Background: an optimization exercise with open tools, aiming at small area and a short achievable clock period. Do not read the settings as production practice.
RTL that was checked went through simulation tests only; none was proved equivalent to the original.
For run 6, only the layout was checked, not whether the RTL still works.
The flow treats the clock pin as an ideal source, which a real chip does not have.
No activity file was given, so power comes from the tool's default toggle rates.

===== flow/run.sh =====
#!/bin/bash
# Layout flow: the standard synthesis, then the combinational logic is
# mapped again onto the standard cells with a delay-oriented ABC script (the
# registers, their names and cell types are kept as the standard synthesis
# made them), then the standard layout from floorplan to finish with
# buf_1 port buffers. After clock tree synthesis flow/skew.tcl delays the
# clock of the result registers (useful skew for the paths into them).
# Each tool's output goes to a log file of its own in this folder.
set -euo pipefail
here=$(pwd)
res=$here/orfs/results/${FLOW_PLATFORM}/alu_top/base
lib=$FLOW_HOME/platforms/${FLOW_PLATFORM}/lib/sky130_fd_sc_hd__tt_025C_1v80.lib
yosys_bin=$FLOW_HOME/../tools/install/yosys/bin/yosys
[[ -x $yosys_bin ]] || yosys_bin=yosys

# 1. standard synthesis
bash standard.sh synth > "$here/flow_synth.log" 2>&1

# 2. map the combinational logic again
cp "$res/1_2_yosys.v" "$here/standard_synth.v"
dont_use=""
for c in $(sed -n '/^export DONT_USE_CELLS/,/^#/p' "$FLOW_HOME/platforms/${FLOW_PLATFORM}/config.mk" | grep -o 'sky130_fd_sc_hd__[A-Za-z0-9_]*'); do
  dont_use="$dont_use -dont_use $c"
done
cat > "$here/remap.ys" <<EOS
read_liberty -ignore_miss_func $lib
read_verilog $here/standard_synth.v
hierarchy -top $FLOW_TOP
setattr -mod -set keep_hierarchy 1 sky130_fd_sc_hd__dfxtp_1
flatten
opt_clean -purge
abc -script $here/flow/remap.abc -liberty $lib $dont_use
opt_clean -purge
hilomap -singleton -hicell sky130_fd_sc_hd__conb_1 HI -locell sky130_fd_sc_hd__conb_1 LO
splitnets
opt_clean -purge
select $FLOW_TOP
tee -o $here/remap_stat.txt stat -liberty $lib
write_verilog -noattr -nohex -nodec -selected $here/remap.v
EOS
"$yosys_bin" -s "$here/remap.ys" > "$here/remap.log" 2>&1
cp "$here/remap.v" "$res/1_2_yosys.v"
rm -f "$res/1_synth.odb" "$res/1_synth.sdc"

# 3. standard layout on the new netlist
# Up to clock tree synthesis the repair aims at a slack margin of 2.4 ns
# (the skew added after it gives the result registers more); global routing's
# repair then aims at 3.2 ns with the skew in place.
bash standard.sh "BUFFER_PORTS_ARGS=-buffer_cell sky130_fd_sc_hd__buf_1" "POST_CTS_TCL=$here/flow/skew.tcl" "SETUP_SLACK_MARGIN=2.4" cts > "$here/flow_cts.log" 2>&1
bash standard.sh "BUFFER_PORTS_ARGS=-buffer_cell sky130_fd_sc_hd__buf_1" "POST_CTS_TCL=$here/flow/skew.tcl" "SETUP_SLACK_MARGIN=3.2" finish > "$here/flow_finish.log" 2>&1

===== flow/remap.abc =====
strash
 dch -f
 map
 strash
 dch -f
 map
 topo
 stime -c
 buffer -c
 upsize -c
 dnsize -c

===== flow/skew.tcl =====
# Delay the clock of the result registers (the alu's outputs) behind a delay
# cell and a clock buffer per clock-tree leaf net, giving the paths from the
# operand registers to them more time. Runs as ORFS's POST_CTS_TCL hook.
set skew_cells [expr {[info exists ::env(SKEW_CELLS)] ? $::env(SKEW_CELLS) : "sky130_fd_sc_hd__clkdlybuf4s50_1 sky130_fd_sc_hd__clkbuf_8"}]
set block [ord::get_db_block]
set groups [dict create]
foreach inst [$block getInsts] {
  set name [$inst getName]
  if {[regexp {^(r\\?\[[0-9]+\\?\]|zero|carry|negative|overflow)\$_DFF_P_$} $name]} {
    set net [[$inst findITerm CLK] getNet]
    dict lappend groups [$net getName] $inst
  }
}
set k 0
dict for {netname insts} $groups {
  set net [$block findNet $netname]
  set sx 0; set sy 0; set n 0
  foreach inst $insts {
    set loc [$inst getLocation]
    set sx [expr {$sx + [lindex $loc 0]}]
    set sy [expr {$sy + [lindex $loc 1]}]
    incr n
  }
  set in_net $net
  set j 0
  foreach cell $skew_cells {
    set master [[ord::get_db] findMaster $cell]
    set buf [odb::dbInst_create $block $master skewbuf_${k}_$j]
    set nnet [odb::dbNet_create $block skewnet_${k}_$j]
    $nnet setSigType CLOCK
    [$buf findITerm A] connect $in_net
    [$buf findITerm X] connect $nnet
    $buf setLocation [expr {$sx / $n}] [expr {$sy / $n}]
    $buf setPlacementStatus PLACED
    set in_net $nnet
    incr j
  }
  foreach inst $insts {
    set it [$inst findITerm CLK]
    $it disconnect
    $it connect $in_net
  }
  puts "skew: $n registers on $netname behind $j cells"
  incr k
}
global_connect
detailed_placement
check_placement

===== standard.sh =====
#!/bin/bash
# synth_recipe.tcl (not shown) runs the flow's synth.tcl, then flattens the netlist and writes it again
# the make line also repeats each setting of config.mk as NAME=value (left out here)
make -C /OpenROAD-flow-scripts/flow DESIGN_CONFIG=/design/flow/config.mk WORK_HOME=/design/flow/orfs CLKGATE_MAP_FILE= SYNTH_SCRIPT=/design/flow/synth_recipe.tcl "${@:-finish}"

===== config.mk =====
export PLATFORM = sky130hd
export DESIGN_NAME = alu_top
export DESIGN_NICKNAME = alu_top
export VERILOG_FILES = /design/flow/design.v
export SDC_FILE = /design/flow/constraint.sdc
export NUM_CORES = 4
export LEC_CHECK = 0
export ABC_AREA = 1
export CAP_MARGIN = 20
export CORE_MARGIN = 2
export CORE_UTILIZATION = 40
export SETUP_SLACK_MARGIN = 3.2
export SLEW_MARGIN = 20

===== constraint.sdc =====
create_clock -name core_clock -period 6.0 [get_ports {clk}]
set_input_delay 1.2000 -clock core_clock [delete_from_list [all_inputs] [get_ports {clk}]]
set_output_delay 1.2000 -clock core_clock [all_outputs]
set_load 0.01 [all_outputs]

===== design.v =====
`timescale 1ns / 1ps
module alu_top(
    input             clk,
    input      [31:0] a,
    input      [31:0] b,
    input      [3:0]  aluc,
    output reg [31:0] r,
    output reg        zero,
    output reg        carry,
    output reg        negative,
    output reg        overflow
    );
    reg  [31:0] a_q;
    reg  [31:0] b_q;
    reg  [3:0]  aluc_q;
    wire [31:0] r_w;
    wire        zero_w;
    wire        carry_w;
    wire        negative_w;
    wire        overflow_w;
    alu u_alu(
        .a(a_q), .b(b_q), .aluc(aluc_q),
        .r(r_w), .zero(zero_w), .carry(carry_w),
        .negative(negative_w), .overflow(overflow_w)
    );
    always @(posedge clk) begin
        a_q      <= a;
        b_q      <= b;
        aluc_q   <= aluc;
        r        <= r_w;
        zero     <= zero_w;
        carry    <= carry_w;
        negative <= negative_w;
        overflow <= overflow_w;
    end
endmodule

`timescale 1ns / 1ps
module alu(
    input  [31:0] a,
    input  [31:0] b,
    input  [3:0]  aluc,
    output [31:0] r,
    output        zero,
    output        carry,
    output        negative,
    output        overflow
    );
    wire op_arith = (aluc[3:2] == 2'b00);             
    wire op_logic = (aluc[3:2] == 2'b01);             
    wire op_lui   = (aluc[3:1] == 3'b100);            
    wire op_slt   = (aluc[3:1] == 3'b101);            
    wire op_left  = (aluc[3:1] == 3'b111);            
    wire op_right = (aluc[3:1] == 3'b110);            
    wire op_sra   = (aluc == 4'b1100);
    wire        inv = ~aluc[2] & (aluc[0] | aluc[3]);
    wire [31:0] bx  = b ^ {32{inv}};
    wire [31:0] p   = a ^ bx;
    wire [31:0] g   = a & bx;
    wire [31:0] g0 = {g[31:1], g[0] | (p[0] & inv)};
    wire [31:0] g1, p1, g2, p2, g3, p3, g4, p4, g5, p5;
    sk_level #(0) u_l0 (.gi(g0), .pi(p),  .go(g1), .po(p1));
    sk_level #(1) u_l1 (.gi(g1), .pi(p1), .go(g2), .po(p2));
    sk_level #(2) u_l2 (.gi(g2), .pi(p2), .go(g3), .po(p3));
    sk_level #(3) u_l3 (.gi(g3), .pi(p3), .go(g4), .po(p4));
    sk_level #(4) u_l4 (.gi(g4), .pi(p4), .go(g5), .po(p5));
    wire [31:0] c    = {g5[30:0], inv};         
    wire [31:0] sum  = p ^ c;
    wire        cout = g5[31];
    wire [31:0] kz = {p[31:1] ~^ (g[30:0] | p[30:0]), p[0] ~^ inv};
    wire sum_zero  = &kz;
    wire lt_u = ~cout;
    wire lt_s = (a[31] ^ b[31]) ? a[31] : sum[31];
    wire lt   = aluc[0] ? lt_s : lt_u;
    wire t_and = op_logic & ~aluc[1];                 
    wire t_xor = op_logic & (aluc[1] ^ aluc[0]);      
    wire t_nor = op_logic & aluc[1] & aluc[0];        
    wire [31:0] lg = ({32{t_and}} & g) | ({32{t_xor}} & p) | ({32{t_nor}} & ~(g | p));
    wire [31:0] brev;
    genvar i;
    generate for (i = 0; i < 32; i = i + 1) begin : g_rev
        assign brev[i] = b[31 - i];
    end endgenerate
    wire        big  = |a[31:5];
    wire        fill = op_sra & b[31];
    wire [31:0] xs   = big ? {32{fill}} : (op_left ? brev : b);
    wire [32:0] y    = $signed({fill, xs, 1'b0}) >>> a[4:0];
    wire [31:0] yr   = y[32:1];
    wire [31:0] yl;
    generate for (i = 0; i < 32; i = i + 1) begin : g_rrev
        assign yl[i] = yr[31 - i];
    end endgenerate
    wire a_is32   = ~|a[31:6] & a[5] & ~|a[4:0];
    wire sh_carry = op_left ? (big ? (a_is32 & b[0]) : y[0]) : (~big & y[1]);
    wire [31:0] other = lg
                      | ({32{op_lui}}   & {b[15:0], 16'b0})
                      | ({32{op_right}} & yr)
                      | ({32{op_left}}  & yl);
    assign r = op_arith ? sum : (other | {31'b0, op_slt & lt});
    assign zero = (op_arith | op_slt) ? sum_zero : ~|other;
    assign negative = r[31] | (aluc == 4'b1011 & lt_s);
    assign carry = (aluc == 4'b0000 & cout)
                 | (aluc == 4'b0001 & ~cout)
                 | (aluc == 4'b1010 & lt_u)
                 | ((op_left | op_right) & sh_carry);
    assign overflow = (aluc == 4'b0010 & ((a[31] & b[31]) ^ (a[30] & b[30])))
                    | (aluc == 4'b0011 & (a[31] ^ b[31]) & (sum[31] ^ a[31]));
endmodule
module sk_level #(parameter L = 0) (
    input  [31:0] gi,
    input  [31:0] pi,
    output [31:0] go,
    output [31:0] po
    );
    genvar k;
    generate for (k = 0; k < 32; k = k + 1) begin : g_bit
        if ((k >> L) % 2 == 1) begin : g_op
            localparam integer J = ((k >> L) << L) - 1;
            assign go[k] = gi[k] | (pi[k] & gi[J]);
            assign po[k] = pi[k] & pi[J];
        end else begin : g_pass
            assign go[k] = gi[k];
            assign po[k] = pi[k];
        end
    end endgenerate
endmodule

==> summary.txt, run 1 <==
Timing
  – Actual slew at the worst max-slew pin: between 800 and 900 ps
  – Shortest period the worst path allows: about 2800 ps
  – Slew Viols, Final: 0
  – Hold_ws: 11.3 ps
  – Worst Clk Skew: between 700 and 800 ps
  – Final setup vio count: 0
  – Slew headroom: 0.448
  – Highest Clock Rate: 0.359 GHz
  – RSZ-0062 raised after global routing: true
  – Final Hold Viols: 0
  – Sum Neg Setup Slack: 0 ps
  – Final Cycle Share: 0.465

Run
  – Max_cap viols: 0

Floorplanning
  – IO Count: ~110
  – Die H: roughly 150 microns
  – Std-Cell Rows: 53
  – Die ar.: 0.0223 sq mm
  – Starting Density: 0.404
  – Core area: approximately 0.021 sq mm
  – Die W: approximately 150 microns

Synthesis
  – Synth Instances: between 1,000 and 1,500
  – Yosys warning count: 1
  – Post-Syn Nets: about 1,400
  – Syn avg cell area: roughly 6.3 sq um
  – Mapped cell area: 0.00844 sq mm

Placed design
  – GP Congestion: 1.05
  – Port Buffers: between 100 and 150
  – Post-DP HPWL: 33,100 microns
  – Placed Area: 0.00907 sq mm

Routing
  – Iteration-0 DRC Markers: 1,574
  – Routed len/inst: roughly 24 microns
  – Vias per inst: around 6.2
  – DR vias: between 10,000 and 15,000
  – ANT nets after route: 0
  – Total wire length: ~43,000 microns
  – # DRC: 0
  – DR pass1 iterations: 7

CTS
  – Skew-Pair Late Insertion Delay: ~1100 ps
  – # clock sinks: about 100
  – Clk pin slew, worst setup/hold paths: about 80 ps
  – CTS tree: yes

Power
  – Net Sw Frac: 0.412
  – Power per cell area: between 200 and 250 mW/mm^2
  – Pint: about 1500 uW
  – Switch Pwr: 1020 uW
  – Combinational share of power: 0.325
  – Clock Power Share: 0.352
  – Max VDD drop: approximately 0.2 mV
  – P_leak: 0.00429 uW
  – Reg power frac: 0.324

Global route
  – Met2 Use GR: 0.535
  – Global-route wire length before repair: approximately 62,000 microns
  – M3 GR Usage: 0.0780
  – Most Used Layer, Global Route: met2
  – All-layer global routing usage: 0.377
  – Initial antenna violation count: 0
  – Vias in the first global route: just under 10,000
  – Global-route met1 utilization: 0.523
  – Pin count of the biggest net entering global routing: 62
  – Total grt overflow: 0

Critical path
  – R2r startpoint: aluc_q[3]
  – Data arrival, critical path: 3630 ps
  – Reg2reg end: r[21]
  – Worst path required time: about 7000 ps
  – Largest fanout on the critical path: 12
  – Worst Setup End Kind: flop
  – Critical Path End: r[21]
  – Worst reg-to-reg setup slack: 3210 ps
  – Worst R2R Path Depth: 11
  – Setup CP Type: reg -> reg
  – Setup crit start: aluc_q[3]
  – Startpoint Class: flop

Final layout
  – Area Overhead vs Synth: 21.1%
  – # diodes: 0
  – Fill count: about 2,200
  – Share of layout cells above drive strength 1: 0.128
  – Design Area, Final: 0.0102 sq mm
  – Nets: 1,539

Run status
  – Outcome: finished clean

Hold path
  – Hold WC Path Type: reg -> reg
-- registers in the layout, indices dropped and copies added, names as in the netlist --
name,cells
a_q,32
overflow,1
carry,1
r,32
negative,1
zero,1
b_q,32
aluc_q,4
-- final cells by class, clock buffers not listed --
type,count,area (sq um),share of cell area
flip-flops and latches,104,2100,0.205
repair buffers,150,822,0.0804
well taps,275,344,0.0336
repair inverters,1,5.00,0.000489
clock inverters,7,103,0.0100
inverters,141,553,0.0541
plain buffers,12,143,0.0139
multi-input cells,1051,5930,0.580
-- worst max-delay path, cell delays in order (launching register included) --
cell and delay (ps):
dfxtp_4 410, o21bai_4 240, xor2_1 490, nor2_1 230, nor2_2 400, nand4_1 220, a21oi_1 200, o21bai_2 130
a21boi_1 270, o21ai_1 140, a21oi_1 350, o211ai_1 180
-- metal layers --
metal	wire length (microns)	part of all wire	vias to the layer above
met5	0	0	-
met4	3010	0.070	0
met3	4570	0.11	140
met2	17200	0.40	740
met1	18000	0.42	5045
li1	-	-	5003
-- power groups by stage --
stage / Clock (uW) / Sequential [uW] / Combinational (uW)
after floorplan: 0 / 825 / 448
after global placement: 0 / 812 / 732
after detailed placement: 0 / 814 / 723
after global routing: 906 / 810 / 861
final: 874 / 804 / 807
-- how the worst min path moves through the flow --
stage | from | end | slack, ps | cells past startpoint
2_1_floorplan | a_q[30] | overflow | 600 | 4
3_3_place_gp | b_q[31] | overflow | 690 | 3
3_5_place_dp | b_q[31] | overflow | 680 | 3
5_1_grt | aluc_q[2] | carry | 30 | 3
6_report | aluc_q[2] | carry | 10 | 3
-- metrics by stage --
step	util	power, uW	instances	setup WS (ps)
5_1_grt	0.490	2580	1750	3090
3_5_place_dp	0.434	1540	1689	1660
6_report	0.490	2490	1750	3210
2_1_floorplan	-	1270	1342	3090
3_3_place_gp	0.434	1540	1689	1620
-- cells in the final DEF (no fill, tap or decap), types with 12 or more instances in the layout --
cell type  instances
a21oi_1           68
buf_1            102
buf_4             39
dfxtp_1           97
inv_1            126
nand2_1          251
nand3_1          240
nand3_2           12
nand4_1           34
nor2_1            88
nor2_2            15
o211ai_1          37
o21ai_0           73
o22ai_1           36
xor2_1            20
==> run 2: changes to the inputs <==
--- a/flow/run.sh
+++ b/flow/run.sh
@@ -44,7 +44,7 @@
 
 # 3. standard layout on the new netlist
-# Up to clock tree synthesis the repair aims at a slack margin of 2.4 ns
+# Up to clock tree synthesis the repair aims at a slack margin of 2.2 ns
 # (the skew added after it gives the result registers more); global routing's
 # repair then aims at 3.2 ns with the skew in place.
-bash standard.sh "BUFFER_PORTS_ARGS=-buffer_cell sky130_fd_sc_hd__buf_1" "POST_CTS_TCL=$here/flow/skew.tcl" "SETUP_SLACK_MARGIN=2.4" cts > "$here/flow_cts.log" 2>&1
+bash standard.sh "BUFFER_PORTS_ARGS=-buffer_cell sky130_fd_sc_hd__buf_1" "POST_CTS_TCL=$here/flow/skew.tcl" "SETUP_SLACK_MARGIN=2.2" cts > "$here/flow_cts.log" 2>&1
 bash standard.sh "BUFFER_PORTS_ARGS=-buffer_cell sky130_fd_sc_hd__buf_1" "POST_CTS_TCL=$here/flow/skew.tcl" "SETUP_SLACK_MARGIN=3.2" finish > "$here/flow_finish.log" 2>&1
==> flow/remap.abc (replaced) <==
strash
 dch -f
 map
 topo
 stime -c
 buffer -c
 upsize -c
 dnsize -c
==> run 2 against run 1 <==
Compared with the run above:
- worst setup slack got worse by 55 ps
- clock skew decreased by 15 ps
- core utilization down 0.95 points
- first-iteration DRC count fell by 5.1%
- sequential power is 0.6% lower
- synthesized area grew 2.0%
- sequential share of layout area up 0.14 points
- sequential cell count did not move
- largest power group unchanged
- critical path type unchanged
- die area is 1.9% higher
==> summary.txt, run 2 <==
Floorplanning
  – Die ar.: between 0.02 and 0.025 sq mm
  – Std-Cell Rows: 53
  – Die H: between 150 and 200 microns
  – Die W: 151 microns
  – Core area: 0.0211 sq mm
  – Starting Density: 0.408
  – IO Count: 105

Hold path
  – Worst Min Path Start: a_q[30]
  – Hold path depth: 2
  – Hold EP: overflow
  – Hold WC Path Type: reg -> reg

Synthesis
  – Post-Syn Nets: between 1,000 and 1,500
  – Yosys warning count: 1
  – Mapped cell area: 0.00861 sq mm
  – Synth Instances: around 1,400
  – Syn avg cell area: around 6.3 sq um

Run
  – Max_cap viols: 0

Timing
  – Sum Neg Setup Slack: 0 ps
  – Slew Viols, Final: 0
  – Highest Clock Rate: roughly 0.35 GHz
  – RSZ-0062 raised after global routing: true
  – Final Cycle Share: 0.474
  – Final setup vio count: 0
  – Hold_ws: between 10 and 15 ps
  – Slew headroom: 0.400
  – Actual slew at the worst max-slew pin: about 900 ps
  – Shortest period the worst path allows: 2840 ps
  – Worst Clk Skew: around 690 ps
  – Final Hold Viols: 0

Critical path
  – CP top delay family: simple AND/OR/NAND/NOR gates
  – Setup CP Type: reg -> reg
  – Worst R2R Path Depth: 14
  – Critical path depth in cells: 14
  – Worst Setup End Kind: flop
  – Slowest-stage cell, CP: nor3_2
  – Critical Path, Cell by Cell: nor3_2 > and2_0 > buf_6 > nand4_1 > nand3_1 > nand3_1 > nand3_1 > o21ai_0 > o21a_1 > nand3_1 > o2111ai_2 > nor3b_2 > nand4_1 > o22ai_1
  – Data arrival, critical path: around 3800 ps
  – Worst reg-to-reg setup slack: 3160 ps
  – Crit path top cell by count: nand3_1
  – R2r startpoint: a_q[16]
  – Worst path required time: just under 7000 ps
  – Worst path max stage delay: 450 ps
  – CP Buf/Inv Count: 1
  – Reg2reg end: zero
  – Startpoint Class: flop
  – Largest fanout on the critical path: 31

Final layout
  – Most frequent cells in the layout: 288 x nand2_1, 222 x nand3_1, 133 x inv_1
  – Multi-input gate area: a little under 0.006 sq mm
  – Commonest non-fill, non-tap cell in the layout: nand2_1
  – Fin util: 0.480
  – Non-filler cells, final: around 1,800
  – Area Overhead vs Synth: 17.6%
  – Largest registers: a_q x32, b_q x32, r x32
  – Reg area: 0.00209 sq mm
  – Fill count: ~2,300
  – Share of layout cells above drive strength 1: 0.0997
  – Nets: about 1,600
  – # diodes: 0

Routing
  – Vias per inst: 6.23
  – Routed len/inst: 25.1 microns
  – # DRC: 0
  – Total wire length: 44,400 microns
  – DR pass1 iterations: 6
  – ANT nets after route: 0
  – Iteration-0 DRC Markers: 1,493
  – DR vias: ~11,000

Global route
  – Initial antenna violation count: 0
  – Total grt overflow: 0
  – Pin count of the biggest net entering global routing: 40
  – All-layer global routing usage: 0.391
  – Global-route wire length before repair: about 64,000 microns
  – Vias in the first global route: around 9,700

Power
  – Max VDD drop: 0.166 mV
  – Net Sw Frac: 0.412
  – Tot Pwr: roughly 2500 uW
  – Switch Pwr: between 1000 and 1500 uW
  – Clock Power Share: 0.351
  – Power per cell area: roughly 240 mW/mm^2
  – P_leak: around 0.0044 uW
  – Combinational share of power: 0.324
  – Reg power frac: 0.325
  – Pint: 1440 uW

Placed design
  – Cell Count Post-Placement: ~1,700
  – GP Congestion: about 1.0
  – Post-DP HPWL: between 30,000 and 40,000 microns
  – Port Buffers: 104

Run status
  – Outcome: finished clean

CTS
  – Skew-Pair Late Insertion Delay: roughly 1000 ps
  – CTS tree: yes
  – Clk pin slew, worst setup/hold paths: around 90 ps
  – # clock sinks: roughly 100
## run 2: worst reg2reg max path, delay by kind of cell, from the launching register on
| family | cells | cell delay, ps |
|---|---|---|
| AOI/OAI and AO/OA | 4 | 750 |
| and+or+nand+nor | 9 | 2070 |
| DFF | 1 | 340 |
| buffers and inverters | 1 | 250 |
## run 2: worst max path at each step
stage / from / to / slack [ps]
2_1_floorplan: a_q[0] / negative / 3180
3_3_place_gp: aluc_q[3] / zero / 1670
3_5_place_dp: aluc_q[3] / zero / 1640
5_1_grt: a_q[20] / zero / 3080
6_report: a_q[16] / zero / 3160
## run 2: per-stage QoR
stage / instance area, sq um / setup slack, ps
2_1_floorplan: 8610 / 3180
3_3_place_gp: 9230 / 1670
3_5_place_dp: 9230 / 1640
5_1_grt: 10100 / 3080
6_report: 10100 / 3160
## run 2: area by class of cell, clock buffers not listed
cell class / instances / area share
Timing Repair Buffer: 141 / 0.0734
Tap cell: 275 / 0.0340
Buffer: 12 / 0.0141
Clock inverter: 7 / 0.00952
Sequential cell: 104 / 0.207
Multi-Input combinational cell: 1073 / 0.584
Inverter: 148 / 0.0561
## run 2: layer usage
| layer | part of all wire | track usage | up-vias |
|---|---|---|---|
| met5 | 0 | 0 | - |
| met4 | 0.057 | 0.192 | 0 |
| met1 | 0.41 | 0.539 | 5091 |
| met3 | 0.11 | 0.0985 | 111 |
| li1 | - | - | 5076 |
| met2 | 0.42 | 0.566 | 740 |
## run 2: power by group through the flow
stage	clock network, uW	logic [uW]	registers, uW
3_3_place_gp	0	753	809
5_1_grt	906	850	806
3_5_place_dp	0	743	809
6_report	863	796	799
2_1_floorplan	0	453	825
==> run 3: changes to the inputs <==
==> flow/remap.abc (replaced) <==
strash
 dch -f
 map
 strash
 dch -f
 map
 topo
 stime -c
 buffer -c
 upsize -c
 dnsize -c
==> run 3 against run 2 <==
Compared with the run above:
- synthesized area down 1.9%
- routed wire length down 3.5%
- largest power group unchanged
- sequential share of layout area down 0.16 points
==> summary.txt, run 3 <==
Final layout
  – Fill count: about 2,200
  – Fin util: 0.489
  – Share of layout cells above drive strength 1: 0.132
  – Commonest non-fill, non-tap cell in the layout: nand2_1
  – # diodes: 0
  – Area Overhead vs Synth: 21.1%
  – Non-filler cells, final: ~1,700
  – Most frequent cells in the layout: 249 x nand2_1, 239 x nand3_1, 126 x inv_1
  – Largest registers: a_q x32, b_q x32, r x32
  – Nets: 1,538

Critical path
  – Setup CP Type: reg -> out
  – Worst Setup End Kind: output pin
  – Worst path max stage delay: roughly 380 ps
  – CP Buf/Inv Count: 1
  – Startpoint Class: flop
  – Slowest-stage cell, CP: dfxtp_4
  – Data arrival, critical path: roughly 1600 ps
  – Worst path required time: between 4000 and 5000 ps
  – CP top delay family: flip-flops
  – Critical Path, Cell by Cell: clkbuf_2
  – Largest fanout on the critical path: 1

Global route
  – All-layer global routing usage: 0.377
  – Vias in the first global route: slightly below 10,000
  – Initial antenna violation count: 0
  – Pin count of the biggest net entering global routing: 62
  – Global-route wire length before repair: 61,600 microns
  – Total grt overflow: 0

Routing
  – M1 wire length: around 18,000 microns
  – Total wire length: between 40,000 and 50,000 microns
  – Routed len/inst: roughly 24 microns
  – ANT nets after route: 0
  – DR pass1 iterations: 6
  – Vias per inst: between 6 and 7
  – Iteration-0 DRC Markers: 1,747
  – Met2 routed WL: 17,300 microns
  – # DRC: 0
  – Met3 wire length: 4960 microns
  – Highest Signal Layer: met4
  – DR vias: roughly 11,000

Synthesis
  – Syn avg cell area: 6.29 sq um
  – Yosys warning count: 1
  – Mapped cell area: around 0.0084 sq mm
  – Synth Instances: roughly 1,300
  – Post-Syn Nets: 1,411

Floorplanning
  – Core area: approximately 0.021 sq mm
  – Starting Density: 0.404
  – Die ar.: 0.0223 sq mm
  – Die H: around 150 microns
  – Std-Cell Rows: 53
  – Die W: around 150 microns
  – IO Count: roughly 110

Timing
  – RSZ-0062 raised after global routing: true
  – Final setup vio count: 0
  – Sum Neg Setup Slack: 0 ps
  – Final Hold Viols: 0
  – Final Cycle Share: 0.462
  – Highest Clock Rate: 0.361 GHz
  – Worst Clk Skew: 710 ps
  – Actual slew at the worst max-slew pin: around 830 ps
  – Slew headroom: 0.449
  – Shortest period the worst path allows: 2770 ps
  – Slew Viols, Final: 0
  – Hold_ws: 42.8 ps

Run status
  – Outcome: finished clean

CTS
  – Skew-Pair Late Insertion Delay: around 1100 ps
  – # clock sinks: roughly 100
  – Clk pin slew, worst setup/hold paths: about 80 ps
  – CTS tree: yes

Power
  – Max VDD drop: ~0.21 mV
  – P_leak: around 0.0043 uW
  – Power per cell area: between 200 and 250 mW/mm^2

Placed design
  – Post-DP HPWL: approximately 33,000 microns
  – GP Congestion: ~1.1
  – Port Buffers: between 100 and 150
  – Cell Count Post-Placement: 1,689

Hold path
  – Hold WC Path Type: reg -> reg

Run
  – Max_cap viols: 0
[run 3: cell type report, clock buffers not listed]
type | count | area (sq um) | share of cell area
Buffer | 12 | 143 | 0.0140
Clock inverter | 7 | 103 | 0.0100
Inverter | 141 | 553 | 0.0541
Multi-Input combinational cell | 1051 | 5940 | 0.581
Sequential cell | 104 | 2100 | 0.205
Tap cell | 275 | 344 | 0.0337
Timing Repair Buffer | 149 | 815 | 0.0797
Timing Repair inverter | 1 | 5.00 | 0.000490
[run 3: stage by stage]
stage               setup WS (ps)  cell area, sq um  total power (uW)
floorplan                    3090              8440              1270
global placement             1620              9070              1540
detailed placement           1660              9070              1540
global route                 3120             10200              2580
finish                       3230             10200              2480
[run 3: path summary, 6_finish.rpt]
path	start	endpoint	slack [ps]	cells past startpoint
worst max-delay path	r[29]	r[29]	3230	1
worst min-delay path	aluc_q[2]	carry	40	3
worst max register to register	aluc_q[0]	r[21]	3270	13
worst min register to register	aluc_q[2]	carry	40	3
[run 3: per-layer routing]
| layer | global-route usage | vias to the layer above |
|---|---|---|
| li1 | - | 4999 |
| met1 | 0.524 | 5051 |
| met2 | 0.530 | 775 |
| met3 | 0.0783 | 135 |
| met4 | 0.230 | 0 |
| met5 | 0 | - |
[run 3: power by group]
part           leakage (uW)  switching [uW]  total, uW  internal (uW)
clock network      0.000226             407        870            464
logic               0.00319             565        808            243
registers          0.000876            47.7        803            755
==> run 4: changes to the inputs <==
--- a/config.mk
+++ b/config.mk
@@ -9,5 +9,5 @@
 export CAP_MARGIN = 20
 export CORE_MARGIN = 2
-export CORE_UTILIZATION = 40
+export CORE_UTILIZATION = 47
 export SETUP_SLACK_MARGIN = 3.2
 export SLEW_MARGIN = 20
==> run 4 against run 3 <==
Compared with the run above:
- still clean
- sequential share of layout area is 0.19 points lower
- core utilization grew 9.1 points
- clock skew fell by 58 ps
- synthesized cell count stayed put
- critical path type is now reg -> reg
- largest power group is now combinational cells
==> summary.txt, run 4 <==
Run status
  – Outcome: finished clean

Power
  – Combinational share of power: 0.347
  – Tot Pwr: around 2400 uW
  – Reg power frac: 0.338
  – Pint: 1430 uW
  – Max VDD drop: approximately 0.2 mV
  – P_leak: between 0.004 and 0.005 uW
  – Clock Power Share: 0.315
  – Net Sw Frac: 0.398
  – Power per cell area: approximately 230 mW/mm^2
  – Switch Pwr: about 950 uW

Routing
  – Vias per inst: between 6 and 7
  – Iteration-0 DRC Markers: roughly 1,700
  – Total wire length: roughly 42,000 microns
  – # DRC: 0
  – Routed len/inst: roughly 24 microns
  – ANT nets after route: 0
  – DR vias: about 11,000
  – DR pass1 iterations: 6

Critical path
  – Reg2reg end: r[27]
  – Worst reg-to-reg setup slack: 3120 ps
  – Worst Setup End Kind: flop
  – Worst path required time: about 6800 ps
  – Setup CP Type: reg -> reg
  – Startpoint Class: flop
  – Largest fanout on the critical path: 8
  – R2r startpoint: aluc_q[2]
  – Worst R2R Path Depth: 15
  – Data arrival, critical path: roughly 3700 ps

Timing
  – RSZ-0062 raised after global routing: true
  – Slew Viols, Final: 0
  – Highest Clock Rate: between 0.3 and 0.4 GHz
  – Actual slew at the worst max-slew pin: around 880 ps
  – Final Hold Viols: 0
  – Worst Clk Skew: between 600 and 700 ps
  – Slew headroom: 0.411
  – Sum Neg Setup Slack: 0 ps
  – Shortest period the worst path allows: 2880 ps
  – Final setup vio count: 0
  – Post-route setup slack: around 3100 ps
  – Final Cycle Share: 0.480

Final layout
  – Share of layout cells above drive strength 1: 0.143
  – Nets: 1,558
  – Fin util: 0.580
  – Largest registers: a_q x32, b_q x32, r x32
  – Non-filler cells, final: ~1,700
  – Most frequent cells in the layout: 252 x nand2_1, 241 x nand3_1, 125 x inv_1
  – Area Overhead vs Synth: 22.2%
  – # diodes: 0
  – Commonest non-fill, non-tap cell in the layout: nand2_1

Global route
  – Initial antenna violation count: 0
  – Pin count of the biggest net entering global routing: 63
  – All-layer global routing usage: 0.406
  – Global-route wire length before repair: approximately 59,000 microns
  – Total grt overflow: 0
  – Vias in the first global route: 9,749

Placed design
  – Port Buffers: approximately 100
  – Post-DP HPWL: between 30,000 and 40,000 microns
  – GP Congestion: 1.12
  – Cell Count Post-Placement: ~1,600
  – Pre-CTS WS: approximately 1400 ps

Hold path
  – Hold path depth: 3
  – Hold WC Path Type: reg -> reg
  – Worst Min Path Start: aluc_q[0]
  – Hold EP: overflow

Synthesis
  – Syn avg cell area: around 6.3 sq um
  – Yosys warning count: 1
  – Post-Syn Nets: roughly 1,400
  – Synth Instances: around 1,300
  – Mapped cell area: between 0.008 and 0.009 sq mm

Floorplanning
  – Die H: roughly 140 microns
  – Die ar.: between 0.015 and 0.02 sq mm
  – IO Count: roughly 110
  – Core area: between 0.015 and 0.02 sq mm
  – Die W: roughly 140 microns
  – Std-Cell Rows: 49
  – Starting Density: 0.475

Run
  – Max_cap viols: 0

CTS
  – Clk pin slew, worst setup/hold paths: roughly 70 ps
  – # clock sinks: roughly 100
  – Skew-Pair Late Insertion Delay: 1000 ps
  – CTS tree: yes
[run 4: worst max-delay path by stage]
stage	start	end	slack, ps
floorplan	a_q[2]	r[27]	3090
global placement	a_q[3]	r[27]	1300
detailed placement	aluc_q[3]	r[27]	1440
global route	aluc_q[2]	r[27]	3140
finish	aluc_q[2]	r[27]	3120
[run 4: final cells by class, clock buffers not listed]
cell class | count | area, sq um
Sequential cell | 104 | 2090
Timing Repair inverter | 4 | 25.0
Multi-Input combinational cell | 1052 | 5960
Fill cell | 1856 | 7460
Tap cell | 229 | 287
Clock inverter | 7 | 63.8
Inverter | 141 | 553
Buffer | 10 | 119
Timing Repair Buffer | 167 | 992
[run 4: stage by stage]
stage                     hold slack (ps)  cell area, sq um
after floorplan                       597              8440
after global placement                706              9010
after detailed placement              694              9010
after global routing                 99.6             10300
final                                94.3             10300
[run 4: critical path: stages (launching register included)]
cell and delay [ps]:
dfxtp_2 420, o21bai_4 160, buf_12 150, clkinvlp_4 190, nand2_1 210, nand3_1 230
nand2_1 260, inv_1 160, a31oi_4 250, o21bai_4 110, a21boi_4 220, o21ai_4 110
nand3_1 140, nand3_1 110, o21ai_2 290, o211ai_1 290
[run 4: routing by layer]
metal | wire [microns] | part of all wire | up-vias | GRT usage
li1 | - | - | 5045 | -
met1 | 16400 | 0.39 | 5029 | 0.548
met2 | 16800 | 0.40 | 888 | 0.583
met3 | 5670 | 0.14 | 170 | 0.117
met4 | 2810 | 0.067 | 0 | 0.225
met5 | 0 | 0 | - | 0
[run 4: power groups by stage]
| stage | sequential, uW | combinational, uW | clock (uW) |
|---|---|---|---|
| 2_1_floorplan | 825 | 448 | 0 |
| 3_3_place_gp | 812 | 721 | 0 |
| 3_5_place_dp | 814 | 712 | 0 |
| 5_1_grt | 810 | 874 | 795 |
| 6_report | 805 | 825 | 750 |
==> run 5: changes to the inputs <==
--- a/flow/skew.tcl
+++ b/flow/skew.tcl
@@ -40,4 +40,6 @@
     $it disconnect
     $it connect $in_net
+    # a stronger flip-flop of the same type for the output path
+    $inst swapMaster [[ord::get_db] findMaster sky130_fd_sc_hd__dfxtp_2]
   }
   puts "skew: $n registers on $netname behind $j cells"
--- a/config.mk
+++ b/config.mk
@@ -9,5 +9,5 @@
 export CAP_MARGIN = 20
 export CORE_MARGIN = 2
-export CORE_UTILIZATION = 47
+export CORE_UTILIZATION = 40
 export SETUP_SLACK_MARGIN = 3.2
 export SLEW_MARGIN = 20
==> run 5 against run 4 <==
Compared with the run above:
- cell area is 0.58% lower
- core utilization down 8.9 points
- clock skew up 49 ps
- hold slack got worse by 64 ps
- maximum frequency up 4.3%
- critical endpoint is now r[29]
==> summary.txt, run 5 <==
Power
  – Net Sw Frac: 0.410
  – Reg power frac: 0.326
  – Clock Power Share: 0.350
  – P_leak: 0.00428 uW
  – Pint: 1470 uW
  – Switch Pwr: 1020 uW
  – Combinational share of power: 0.324
  – Max VDD drop: ~0.21 mV
  – Power per cell area: 243 mW/mm^2

Timing
  – RSZ-0062 raised after global routing: true
  – Slew headroom: 0.431
  – Final setup vio count: 0
  – Hold_ws: between 30 and 40 ps
  – Actual slew at the worst max-slew pin: between 800 and 900 ps
  – Highest Clock Rate: 0.362 GHz
  – Worst Clk Skew: 701 ps
  – Slew Viols, Final: 0
  – Sum Neg Setup Slack: 0 ps
  – Final Cycle Share: 0.460
  – Final Hold Viols: 0
  – Shortest period the worst path allows: 2760 ps

Floorplanning
  – Die ar.: ~0.022 sq mm
  – Die H: ~150 microns
  – Std-Cell Rows: 53
  – Die W: between 100 and 150 microns
  – Core area: approximately 0.021 sq mm
  – Starting Density: 0.404
  – IO Count: 105

Critical path
  – Worst path required time: 4800 ps
  – Largest fanout on the critical path: 1
  – Worst path max stage delay: about 380 ps
  – Worst Setup End Kind: output pin
  – Startpoint Class: flop
  – Critical Path, Cell by Cell: clkbuf_2
  – Setup CP Type: reg -> out
  – CP Buf/Inv Count: 1
  – Slowest-stage cell, CP: dfxtp_4
  – CP top delay family: flip-flops
  – Data arrival, critical path: 1560 ps

Routing
  – ANT nets after route: 0
  – # DRC: 0
  – DR vias: 11,000
  – Total wire length: between 40,000 and 50,000 microns
  – DR pass1 iterations: 7
  – Vias per inst: about 6.3
  – Routed len/inst: about 25 microns
  – Iteration-0 DRC Markers: approximately 1,600

Placed design
  – Port Buffers: about 100
  – Post-DP HPWL: 33,100 microns
  – Cell Count Post-Placement: ~1,700
  – GP Congestion: between 1 and 1.5

Global route
  – Total grt overflow: 0
  – Vias in the first global route: 9,705
  – Initial antenna violation count: 0
  – All-layer global routing usage: 0.377
  – Global-route wire length before repair: 61,600 microns
  – Pin count of the biggest net entering global routing: 62

Run
  – Max_cap viols: 0

Final layout
  – Most frequent cells in the layout: 249 x nand2_1, 239 x nand3_1, 126 x inv_1
  – Commonest non-fill, non-tap cell in the layout: nand2_1
  – Share of layout cells above drive strength 1: 0.154
  – Fill count: 2,221
  – # diodes: 0
  – Non-filler cells, final: about 1,700
  – Largest registers: a_q x32, b_q x32, r x32
  – Nets: 1,536
  – Area Overhead vs Synth: 21.4%

Synthesis
  – Mapped cell area: ~0.0084 sq mm
  – Post-Syn Nets: around 1,400
  – Syn avg cell area: about 6.3 sq um
  – Yosys warning count: 1
  – Synth Instances: around 1,300

CTS
  – # clock sinks: 104
  – Skew-Pair Late Insertion Delay: 1040 ps
  – CTS tree: yes
  – Clk pin slew, worst setup/hold paths: 80 ps

Hold path
  – Hold WC Path Type: reg -> reg

Run status
  – Outcome: finished clean
[run 5: metal layers]
layer | GRT usage | routed length [microns] | vias up
met3 | 0.0810 | 4980 | 136
met1 | 0.524 | 17600 | 5105
met4 | 0.230 | 3030 | 0
met2 | 0.530 | 17300 | 769
li1 | - | - | 4990
met5 | 0 | 0 | -
[run 5: power by group through the flow]
stage               combinational, uW  sequential [uW]  clock [uW]
floorplan                         448              825           0
global placement                  732              812           0
detailed placement                723              814           0
global route                      863              817         908
finish                            807              811         871
[run 5: final cells by class, clock buffers not listed]
class                           count  area, sq um  area share
Timing Repair Buffer              147          798      0.0778
Tap cell                          275          344      0.0336
Multi-Input combinational cell   1051         5940       0.580
Clock inverter                      7          103      0.0100
Buffer                             12          143      0.0139
Sequential cell                   104         2140       0.209
Timing Repair inverter              1         5.00    0.000488
Inverter                          141          553      0.0539
[run 5: through the flow]
| stage | utilization | total power [uW] | worst slack (ps) | area [sq um] |
|---|---|---|---|---|
| 2_1_floorplan | - | 1270 | 3090 | 8440 |
| 3_3_place_gp | 0.434 | 1540 | 1620 | 9070 |
| 3_5_place_dp | 0.434 | 1540 | 1660 | 9070 |
| 5_1_grt | 0.491 | 2590 | 3130 | 10300 |
| 6_report | 0.491 | 2490 | 3240 | 10300 |
[run 5: path summary, 6_finish.rpt]
check | start | to | slack [ps] | cells past startpoint
max | r[29] | r[29] | 3240 | 1
min | aluc_q[2] | carry | 30 | 3
max reg2reg | aluc_q[0] | r[23] | 3250 | 13
min reg2reg | aluc_q[2] | carry | 30 | 3
==> run 6: changes to the inputs <==
--- a/design.v
+++ b/design.v
@@ -84,5 +84,5 @@
     wire        big  = |a[31:5];
     wire        fill = op_sra & b[31];
-    wire [31:0] xs   = big ? {32{fill}} : (op_left ? brev : b);
+    wire [31:0] xs   = op_left ? brev : b;
     wire [32:0] y    = $signed({fill, xs, 1'b0}) >>> a[4:0];
     wire [31:0] yr   = y[32:1];
@@ -97,6 +97,8 @@
                       | ({32{op_right}} & yr)
                       | ({32{op_left}}  & yl);
-    assign r = op_arith ? sum : (other | {31'b0, op_slt & lt});
-    assign zero = (op_arith | op_slt) ? sum_zero : ~|other;
+    wire kill = big & (op_left | op_right);
+    wire [31:0] other_k = (other & {32{~kill}}) | {32{kill & fill}};
+    assign r = op_arith ? sum : (other_k | {31'b0, op_slt & lt});
+    assign zero = (op_arith | op_slt) ? sum_zero : kill ? ~fill : ~|other;
     assign negative = r[31] | (aluc == 4'b1011 & lt_s);
     assign carry = (aluc == 4'b0000 & cout)
--- a/flow/skew.tcl
+++ b/flow/skew.tcl
@@ -40,6 +40,4 @@
     $it disconnect
     $it connect $in_net
-    # a stronger flip-flop of the same type for the output path
-    $inst swapMaster [[ord::get_db] findMaster sky130_fd_sc_hd__dfxtp_2]
   }
   puts "skew: $n registers on $netname behind $j cells"
==> run 6 against run 5 <==
Compared with the run above:
- synthesized area grew 11%
- clock skew shrank 46 ps
- hold slack gained 27 ps
- via count grew 15%
- cell area grew 4.1%
- cell count grew 10%
==> summary.txt, run 6 <==
Synthesis
  – Syn avg cell area: approximately 6.2 sq um
  – Synth Instances: roughly 1,500
  – Mapped cell area: ~0.0094 sq mm
  – Post-Syn Nets: 1,569
  – Yosys warning count: 1

Global route
  – Initial antenna violation count: 2
  – Vias in the first global route: 11,400
  – All-layer global routing usage: 0.425
  – Pin count of the biggest net entering global routing: 47
  – Global-route wire length before repair: ~76,000 microns
  – Total grt overflow: 0

Power
  – Combinational share of power: 0.371
  – Net Sw Frac: 0.435
  – Switch Pwr: approximately 1100 uW
  – P_leak: 0.00467 uW
  – Pint: between 1000 and 1500 uW
  – Power per cell area: roughly 240 mW/mm^2
  – Reg power frac: 0.317
  – Max VDD drop: between 0.15 and 0.2 mV
  – Clock Power Share: 0.313

Timing
  – Highest Clock Rate: around 0.36 GHz
  – RSZ-0062 raised after global routing: false
  – Hold_ws: between 50 and 60 ps
  – Shortest period the worst path allows: 2800 ps
  – Worst Clk Skew: 655 ps
  – Final Hold Viols: 0
  – Final Cycle Share: 0.466
  – Final setup vio count: 0
  – Slew Viols, Final: 0
  – Actual slew at the worst max-slew pin: 1200 ps
  – Sum Neg Setup Slack: 0 ps
  – Slew headroom: 0.187

Final layout
  – Most frequent cells in the layout: 344 x nand2_1, 276 x nand3_1, 105 x inv_1
  – Largest registers: a_q x32, b_q x32, r x32
  – Share of layout cells above drive strength 1: 0.0909
  – Fill count: 2,496
  – Commonest non-fill, non-tap cell in the layout: nand2_1
  – Area Overhead vs Synth: 14.2%
  – Nets: roughly 1,700

Routing
  – Iteration-0 DRC Markers: between 1,500 and 2,000
  – Routed len/inst: ~28 microns
  – Met3 wire length: approximately 7000 microns
  – Met2 routed WL: ~22,000 microns
  – DR vias: 12,700
  – Vias per inst: 6.61
  – M1 wire length: about 21,000 microns
  – Highest Signal Layer: met5
  – DR pass1 iterations: 6
  – # DRC: 0
  – Total wire length: about 53,000 microns
  – ANT nets after route: 0

Critical path
  – CP top delay family: flip-flops
  – Worst path max stage delay: between 400 and 500 ps
  – Startpoint Class: flop
  – Worst Setup End Kind: output pin
  – Data arrival, critical path: 1600 ps
  – CP Buf/Inv Count: 1
  – Setup CP Type: reg -> out
  – Slowest-stage cell, CP: dfxtp_1
  – Worst path required time: around 4800 ps
  – Critical Path, Cell by Cell: buf_1
  – Largest fanout on the critical path: 1

Floorplanning
  – Std-Cell Rows: 55
  – Die W: 157 microns
  – Die H: between 150 and 200 microns
  – Starting Density: 0.411
  – Die ar.: about 0.025 sq mm
  – Core area: ~0.023 sq mm
  – IO Count: between 100 and 150

Hold path
  – Hold WC Path Type: reg -> reg

CTS
  – CTS tree: yes
  – # clock sinks: between 100 and 150
  – Skew-Pair Late Insertion Delay: between 1000 and 1500 ps
  – Clk pin slew, worst setup/hold paths: around 80 ps

Run status
  – Outcome: finished clean

Placed design
  – GP Congestion: around 1.2
  – Post-DP HPWL: about 42,000 microns
  – Port Buffers: 104

Run
  – Max_cap viols: 0
## run 6: path summary, 6_finish.rpt
kind                            startpoint  endpoint  slack [ps]  cells past startpoint
worst max-delay path                  r[0]      r[0]        3200                      1
worst max register to register   aluc_q[2]  overflow        3270                     14
worst min register to register     b_q[30]  overflow          60                      3
worst min-delay path               b_q[30]  overflow          60                      3
## run 6: area by class of cell, clock buffers not listed
type                       instances  area [sq um]  share of cell area
timing repair buffer             137           677              0.0634
inverter                         112           433              0.0405
antenna                            1          2.50            0.000234
multi-input combinational       1227          6640               0.622
timing repair inverter             1          5.00            0.000469
sequential                       104          2090               0.196
tap                              313           392              0.0367
clock inverter                     7          88.8             0.00832
buffer                            10           119              0.0111
## run 6: power by group through the flow
stage	Sequential [uW]	Clock (uW)	Combinational, uW
after floorplan	834	0	542
after global placement	824	0	895
after detailed placement	825	0	887
after global routing	818	837	1010
final	814	803	952
## run 6: metrics by stage
step	power [uW]	setup WS (ps)	instances	area (sq um)	utilization
3_5_place_dp	1710	2410	1883	10000	0.441
6_report	2570	3200	1921	10700	0.469
5_1_grt	2660	3200	1920	10700	0.469
2_1_floorplan	1380	2870	1500	9350	-
3_3_place_gp	1720	2380	1883	10000	0.441
## run 6: per-layer routing
metal / global-route usage / vias up
li1: - / 5646
met1: 0.561 / 5838
met2: 0.629 / 996
met3: 0.114 / 209
met4: 0.225 / 4
met5: 0 / -
==> run 7: changes to the inputs <==
--- a/design.v
+++ b/design.v
@@ -84,5 +84,5 @@
     wire        big  = |a[31:5];
     wire        fill = op_sra & b[31];
-    wire [31:0] xs   = op_left ? brev : b;
+    wire [31:0] xs   = big ? {32{fill}} : (op_left ? brev : b);
     wire [32:0] y    = $signed({fill, xs, 1'b0}) >>> a[4:0];
     wire [31:0] yr   = y[32:1];
@@ -97,8 +97,6 @@
                       | ({32{op_right}} & yr)
                       | ({32{op_left}}  & yl);
-    wire kill = big & (op_left | op_right);
-    wire [31:0] other_k = (other & {32{~kill}}) | {32{kill & fill}};
-    assign r = op_arith ? sum : (other_k | {31'b0, op_slt & lt});
-    assign zero = (op_arith | op_slt) ? sum_zero : kill ? ~fill : ~|other;
+    assign r = op_arith ? sum : (other | {31'b0, op_slt & lt});
+    assign zero = (op_arith | op_slt) ? sum_zero : ~|other;
     assign negative = r[31] | (aluc == 4'b1011 & lt_s);
     assign carry = (aluc == 4'b0000 & cout)
--- a/flow/run.sh
+++ b/flow/run.sh
@@ -44,7 +44,7 @@
 
 # 3. standard layout on the new netlist
-# Up to clock tree synthesis the repair aims at a slack margin of 2.2 ns
+# Up to clock tree synthesis the repair aims at a slack margin of 2.0 ns
 # (the skew added after it gives the result registers more); global routing's
-# repair then aims at 3.2 ns with the skew in place.
-bash standard.sh "BUFFER_PORTS_ARGS=-buffer_cell sky130_fd_sc_hd__buf_1" "POST_CTS_TCL=$here/flow/skew.tcl" "SETUP_SLACK_MARGIN=2.2" cts > "$here/flow_cts.log" 2>&1
-bash standard.sh "BUFFER_PORTS_ARGS=-buffer_cell sky130_fd_sc_hd__buf_1" "POST_CTS_TCL=$here/flow/skew.tcl" "SETUP_SLACK_MARGIN=3.2" finish > "$here/flow_finish.log" 2>&1
+# repair then aims at 3.4 ns with the skew in place.
+bash standard.sh "BUFFER_PORTS_ARGS=-buffer_cell sky130_fd_sc_hd__buf_1" "POST_CTS_TCL=$here/flow/skew.tcl" "SETUP_SLACK_MARGIN=2.0" cts > "$here/flow_cts.log" 2>&1
+bash standard.sh "BUFFER_PORTS_ARGS=-buffer_cell sky130_fd_sc_hd__buf_1" "POST_CTS_TCL=$here/flow/skew.tcl" "SETUP_SLACK_MARGIN=3.4" finish > "$here/flow_finish.log" 2>&1
--- a/config.mk
+++ b/config.mk
@@ -10,4 +10,4 @@
 export CORE_MARGIN = 2
 export CORE_UTILIZATION = 40
-export SETUP_SLACK_MARGIN = 3.2
+export SETUP_SLACK_MARGIN = 3.4
 export SLEW_MARGIN = 20
==> run 7 against run 6 <==
Compared with the run above:
- clock skew grew 54 ps
- hold slack lost 31 ps
- sequential cell count is the same
- largest power group unchanged
==> summary.txt, run 7 <==
Synthesis
  – Syn avg cell area: between 6 and 7 sq um
  – Synth Instances: around 1,300
  – Mapped cell area: roughly 0.0084 sq mm
  – Yosys warning count: 1
  – Post-Syn Nets: roughly 1,400

Final layout
  – Design Area, Final: approximately 0.011 sq mm
  – Share of layout cells above drive strength 1: 0.213
  – Most frequent cells in the layout: 239 x nand2_1, 229 x nand3_1, 123 x inv_1
  – Nets: 1,571
  – # diodes: 0
  – Area Overhead vs Synth: 31.4%
  – Fill count: 2,128
  – Commonest non-fill, non-tap cell in the layout: nand2_1
  – Largest registers: a_q x32, b_q x32, r x32

Routing
  – DR vias: about 11,000
  – Total wire length: about 44,000 microns
  – Vias per inst: 6.32
  – Routed len/inst: between 20 and 25 microns
  – DR pass1 iterations: 6
  – ANT nets after route: 0
  – Iteration-0 DRC Markers: around 1,800
  – # DRC: 0

Run status
  – Outcome: finished clean

Floorplanning
  – Die H: ~150 microns
  – Starting Density: 0.404
  – Core area: between 0.02 and 0.025 sq mm
  – IO Count: around 110
  – Std-Cell Rows: 53
  – Die W: around 150 microns
  – Die ar.: approximately 0.022 sq mm

Critical path
  – CP Buf/Inv Count: 1
  – Worst path required time: between 4000 and 5000 ps
  – Startpoint Class: flop
  – Data arrival, critical path: 1560 ps
  – Worst path max stage delay: ~400 ps
  – CP top delay family: flip-flops
  – Worst Setup End Kind: output pin
  – Setup CP Type: reg -> out
  – Critical Path, Cell by Cell: buf_6
  – Largest fanout on the critical path: 1
  – Slowest-stage cell, CP: dfxtp_4

Power
  – P_leak: about 0.0047 uW
  – Pint: about 1500 uW
  – Combinational share of power: 0.352
  – Clock Power Share: 0.336
  – Net Sw Frac: 0.409
  – Reg power frac: 0.312
  – Power per cell area: 234 mW/mm^2
  – Max VDD drop: about 0.19 mV
  – Switch Pwr: around 1100 uW

CTS
  – Clk pin slew, worst setup/hold paths: 80 ps
  – # clock sinks: about 100
  – CTS tree: yes
  – Skew-Pair Late Insertion Delay: roughly 1100 ps

Timing
  – RSZ-0062 raised after global routing: true
  – Shortest period the worst path allows: between 2000 and 3000 ps
  – Actual slew at the worst max-slew pin: approximately 880 ps
  – Slew Viols, Final: 0
  – Highest Clock Rate: ~0.36 GHz
  – Sum Neg Setup Slack: 0 ps
  – Final Cycle Share: 0.460
  – Slew headroom: 0.412
  – Final Hold Viols: 0
  – Final setup vio count: 0
  – Hold_ws: 26.2 ps
  – Worst Clk Skew: 709 ps
  – Post-route setup slack: around 3200 ps

Global route
  – Vias in the first global route: 9,662
  – All-layer global routing usage: 0.374
  – Pin count of the biggest net entering global routing: slightly above 60
  – Global-route wire length before repair: about 61,000 microns
  – Total grt overflow: 0
  – Initial antenna violation count: 1

Placed design
  – GP Congestion: between 1 and 1.5
  – Pre-CTS WS: approximately 1700 ps
  – Post-DP HPWL: between 30,000 and 40,000 microns
  – Placed Area: 0.00907 sq mm
  – Port Buffers: ~100

Run
  – Max_cap viols: 0

Hold path
  – Hold WC Path Type: reg -> reg
run 7: worst reg2reg max path, delay by kind of cell, from the launching register on:
| family | cells | cell delay [ps] |
|---|---|---|
| buffers and inverters | 3 | 490 |
| and+or+nand+nor | 5 | 1060 |
| AOI/OAI and AO/OA | 3 | 1000 |
| DFF | 1 | 370 |
| xor gates and xnor gates | 1 | 320 |
run 7: per-stage QoR:
step / util / std cells / power [uW]
after detailed placement: 0.434 / 1689 / 1540
after floorplan: - / 1342 / 1270
after global routing: 0.531 / 1782 / 2690
final: 0.531 / 1782 / 2600
after global placement: 0.434 / 1689 / 1540
run 7: worst paths after layout:
check | slack (ps) | end | cells after the start | from
hold reg to reg | 30 | carry | 3 | aluc_q[0]
hold / removal | 30 | carry | 3 | aluc_q[0]
setup reg to reg | 3320 | zero | 12 | aluc_q[3]
setup / recovery | 3240 | r[29] | 1 | r[29]
run 7: cell type report, clock buffers not listed:
type / instances / area, sq um / share of cell area
multi-input cells: 1052 / 6310 / 0.568
inverters: 141 / 556 / 0.0501
well taps: 275 / 344 / 0.0310
repair inverters: 2 / 10.0 / 0.000902
flip-flops and latches: 104 / 2120 / 0.191
plain buffers: 12 / 143 / 0.0129
clock inverters: 7 / 103 / 0.00925
repair buffers: 180 / 1290 / 0.116
run 7: routing by layer:
metal / wire [microns] / GRT usage / share of wire
met5: 67 / 0 / 0.0015
met4: 3080 / 0.224 / 0.070
met3: 5200 / 0.0969 / 0.12
met2: 18000 / 0.525 / 0.41
met1: 17800 / 0.512 / 0.40
run 7: power groups by stage:
stage | Combinational, uW | Sequential, uW | Clock (uW)
after floorplan | 448 | 825 | 0
after global placement | 732 | 812 | 0
after detailed placement | 723 | 814 | 0
after global routing | 968 | 816 | 905
final | 915 | 812 | 872
==> run 8: changes to the inputs <==
--- a/flow/run.sh
+++ b/flow/run.sh
@@ -46,5 +46,5 @@
 # Up to clock tree synthesis the repair aims at a slack margin of 2.0 ns
 # (the skew added after it gives the result registers more); global routing's
-# repair then aims at 3.4 ns with the skew in place.
+# repair then aims at 3.25 ns with the skew in place.
 bash standard.sh "BUFFER_PORTS_ARGS=-buffer_cell sky130_fd_sc_hd__buf_1" "POST_CTS_TCL=$here/flow/skew.tcl" "SETUP_SLACK_MARGIN=2.0" cts > "$here/flow_cts.log" 2>&1
-bash standard.sh "BUFFER_PORTS_ARGS=-buffer_cell sky130_fd_sc_hd__buf_1" "POST_CTS_TCL=$here/flow/skew.tcl" "SETUP_SLACK_MARGIN=3.4" finish > "$here/flow_finish.log" 2>&1
+bash standard.sh "BUFFER_PORTS_ARGS=-buffer_cell sky130_fd_sc_hd__buf_1" "POST_CTS_TCL=$here/flow/skew.tcl" "SETUP_SLACK_MARGIN=3.25" finish > "$here/flow_finish.log" 2>&1
--- a/config.mk
+++ b/config.mk
@@ -10,4 +10,4 @@
 export CORE_MARGIN = 2
 export CORE_UTILIZATION = 40
-export SETUP_SLACK_MARGIN = 3.4
+export SETUP_SLACK_MARGIN = 3.25
 export SLEW_MARGIN = 20
==> run 8 against run 7 <==
Compared with the run above:
- still clean on timing, DRC and antenna
- worst setup slack worse by 0.89 ps
- cell area decreased by 6.6%
- routed wire length down 2.4%
- maximum frequency is essentially flat
- hold slack better by 11 ps
- sequential cell count stayed put
- clock power about the same
- synthesized cell count unchanged
- first-iteration DRC count shrank 11%
- global-route usage unchanged
- critical path type unchanged
- highest routed layer unchanged
==> summary.txt, run 8 <==
Run status
  – Outcome: finished clean

Critical path
  – Worst R2R Path Depth: 14
  – R2r startpoint: a_q[20]
  – Worst Setup End Kind: output pin
  – Setup crit start: r[29]
  – Worst reg-to-reg setup slack: roughly 3300 ps
  – CP Buf/Inv Count: 1
  – Slowest-stage cell, CP: dfxtp_4
  – Reg2reg end: zero
  – Critical Path, Cell by Cell: buf_6
  – Largest fanout on the critical path: 1
  – Startpoint Class: flop
  – Setup CP Type: reg -> out
  – Data arrival, critical path: 1560 ps
  – CP top delay family: flip-flops
  – Worst path required time: around 4800 ps
  – Worst path max stage delay: ~400 ps

Final layout
  – Fill count: 2,195
  – Non-filler cells, final: around 1,800
  – Fin util: 0.496
  – Most frequent cells in the layout: 250 x nand2_1, 239 x nand3_1, 126 x inv_1
  – Share of layout cells above drive strength 1: 0.142
  – # diodes: 0
  – Commonest non-fill, non-tap cell in the layout: nand2_1
  – Area Overhead vs Synth: 22.8%
  – Design Area, Final: between 0.01 and 0.015 sq mm
  – Nets: between 1,500 and 2,000
  – Largest registers: a_q x32, b_q x32, r x32

Floorplanning
  – Std-Cell Rows: between 50 and 60
  – Die W: 149 microns
  – Die ar.: ~0.022 sq mm
  – Core area: approximately 0.021 sq mm
  – Die H: between 100 and 150 microns
  – IO Count: about 110
  – Starting Density: 0.404

Routing
  – DR vias: around 11,000
  – Total wire length: 43,100 microns
  – ANT nets after route: 0
  – Vias per inst: 6.24
  – Iteration-0 DRC Markers: 1,577
  – DR pass1 iterations: 6
  – # DRC: 0
  – Routed len/inst: 24.5 microns

Hold path
  – Hold path depth: 3
  – Hold EP: carry
  – Hold WC Path Type: reg -> reg
  – Worst Min Path Start: aluc_q[2]

Global route
  – Met2 Use GR: 0.525
  – Most Used Layer, Global Route: met2
  – Initial antenna violation count: 1
  – All-layer global routing usage: 0.374
  – Global-route wire length before repair: approximately 60,000 microns
  – Vias in the first global route: 9,662
  – M3 GR Usage: 0.0969
  – Pin count of the biggest net entering global routing: 62
  – Total grt overflow: 0
  – Global-route met1 utilization: 0.512

Synthesis
  – Post-Syn Nets: ~1,400
  – Mapped cell area: between 0.008 and 0.009 sq mm
  – Synth Instances: ~1,300
  – Syn avg cell area: roughly 6.3 sq um
  – Yosys warning count: 1

CTS
  – CTS tree: yes
  – Skew-Pair Late Insertion Delay: about 1100 ps
  – Clk pin slew, worst setup/hold paths: about 80 ps
  – # clock sinks: between 100 and 150

Placed design
  – Cell Count Post-Placement: roughly 1,700
  – Placed Area: between 0.009 and 0.01 sq mm
  – Post-DP HPWL: about 33,000 microns
  – GP Congestion: ~1.1
  – Port Buffers: ~100

Timing
  – Final setup vio count: 0
  – Final Cycle Share: 0.460
  – RSZ-0062 raised after global routing: true
  – Highest Clock Rate: around 0.36 GHz
  – Worst Clk Skew: a little over 700 ps
  – Sum Neg Setup Slack: 0 ps
  – Actual slew at the worst max-slew pin: around 860 ps
  – Slew headroom: 0.423
  – Shortest period the worst path allows: 2760 ps
  – Hold_ws: approximately 37 ps
  – Final Hold Viols: 0
  – Slew Viols, Final: 0

Power
  – Max VDD drop: just over 0.2 mV
  – P_leak: between 0.004 and 0.005 uW
  – Power per cell area: ~240 mW/mm^2

Run
  – Max_cap viols: 0
run 8: final cells by class, clock buffers not listed:
| cell class | instances | area [sq um] | share of cell area |
|---|---|---|---|
| plain buffers | 12 | 143 | 0.0138 |
| well taps | 275 | 344 | 0.0332 |
| inverters | 141 | 556 | 0.0536 |
| flip-flops and latches | 104 | 2100 | 0.202 |
| repair inverters | 2 | 10.0 | 0.000965 |
| repair buffers | 156 | 901 | 0.0869 |
| clock inverters | 7 | 103 | 0.00990 |
| multi-input cells | 1051 | 5990 | 0.578 |
run 8: per-layer routing:
| layer | wire (microns) | vias to the layer above |
|---|---|---|
| li1 | - | 5011 |
| met1 | 17900 | 5061 |
| met3 | 4750 | 134 |
| met4 | 2950 | 4 |
| met5 | 69 | - |
| met2 | 17400 | 749 |
run 8: stage by stage:
step | worst slack [ps] | power, uW
2_1_floorplan | 3090 | 1270
3_3_place_gp | 1620 | 1540
3_5_place_dp | 1660 | 1540
5_1_grt | 3160 | 2590
6_report | 3240 | 2500
run 8: report_power, final:
group          switching (uW)  total [uW]  internal, uW
combinational             571         821           250
sequential               49.6         805           756
clock                     407         871           464
run 8: worst max-delay path by stage:
stage          slack, ps     to  cells past startpoint
2_1_floorplan       3090  r[27]                     11
3_3_place_gp        1620  r[30]                     14
3_5_place_dp        1660  r[30]                     14
5_1_grt             3160   zero                     16
6_report            3240  r[29]                      1

separate check: timing with driven ports:
No port has a modelled driver above. Below, the same layouts with a new extraction and two added sets of constraints.
Step 1: set_driving_cell puts a clkbuf_16 on clk and a buf_2 on each other input, an assumption about the parent block.
Step 2, shift: input delay + t, output delay - t, t = (earliest + latest rising clock arrival at the registers) / 2. This alone moves slack from input paths to output paths.
Slacks: no drivers / after step 1 / after step 2; pairs: no drivers / after step 1.
| run | shift t [ns] | setup WS [ns] | clock arrival spread, ns | worst data-port slew with drivers (ns) |
|---|---|---|---|---|
| run 1 | 0.746 | 3.211 / 3.184 / 3.211 | 0.705 / 0.705 | 0.05 |
| run 2 | 0.744 | 3.156 / 3.156 / 3.156 | 0.690 / 0.690 | 0.05 |
| run 3 | 0.748 | 3.230 / 3.180 / 3.274 | 0.710 / 0.709 | 0.05 |
| run 4 | 0.716 | 3.120 / 3.120 / 3.120 | 0.652 / 0.652 | 0.04 |
| run 5 | 0.741 | 3.239 / 3.189 / 3.245 | 0.700 / 0.700 | 0.05 |
| run 6 | 0.749 | 3.203 / 3.150 / 3.268 | 0.655 / 0.655 | 0.05 |
| run 7 | 0.748 | 3.238 / 3.188 / 3.317 | 0.709 / 0.709 | 0.05 |
| run 8 | 0.749 | 3.237 / 3.188 / 3.251 | 0.708 / 0.708 | 0.05 |
Clock arrivals are far apart in every run listed, so t is only a midpoint there and step 2 fits no single register.
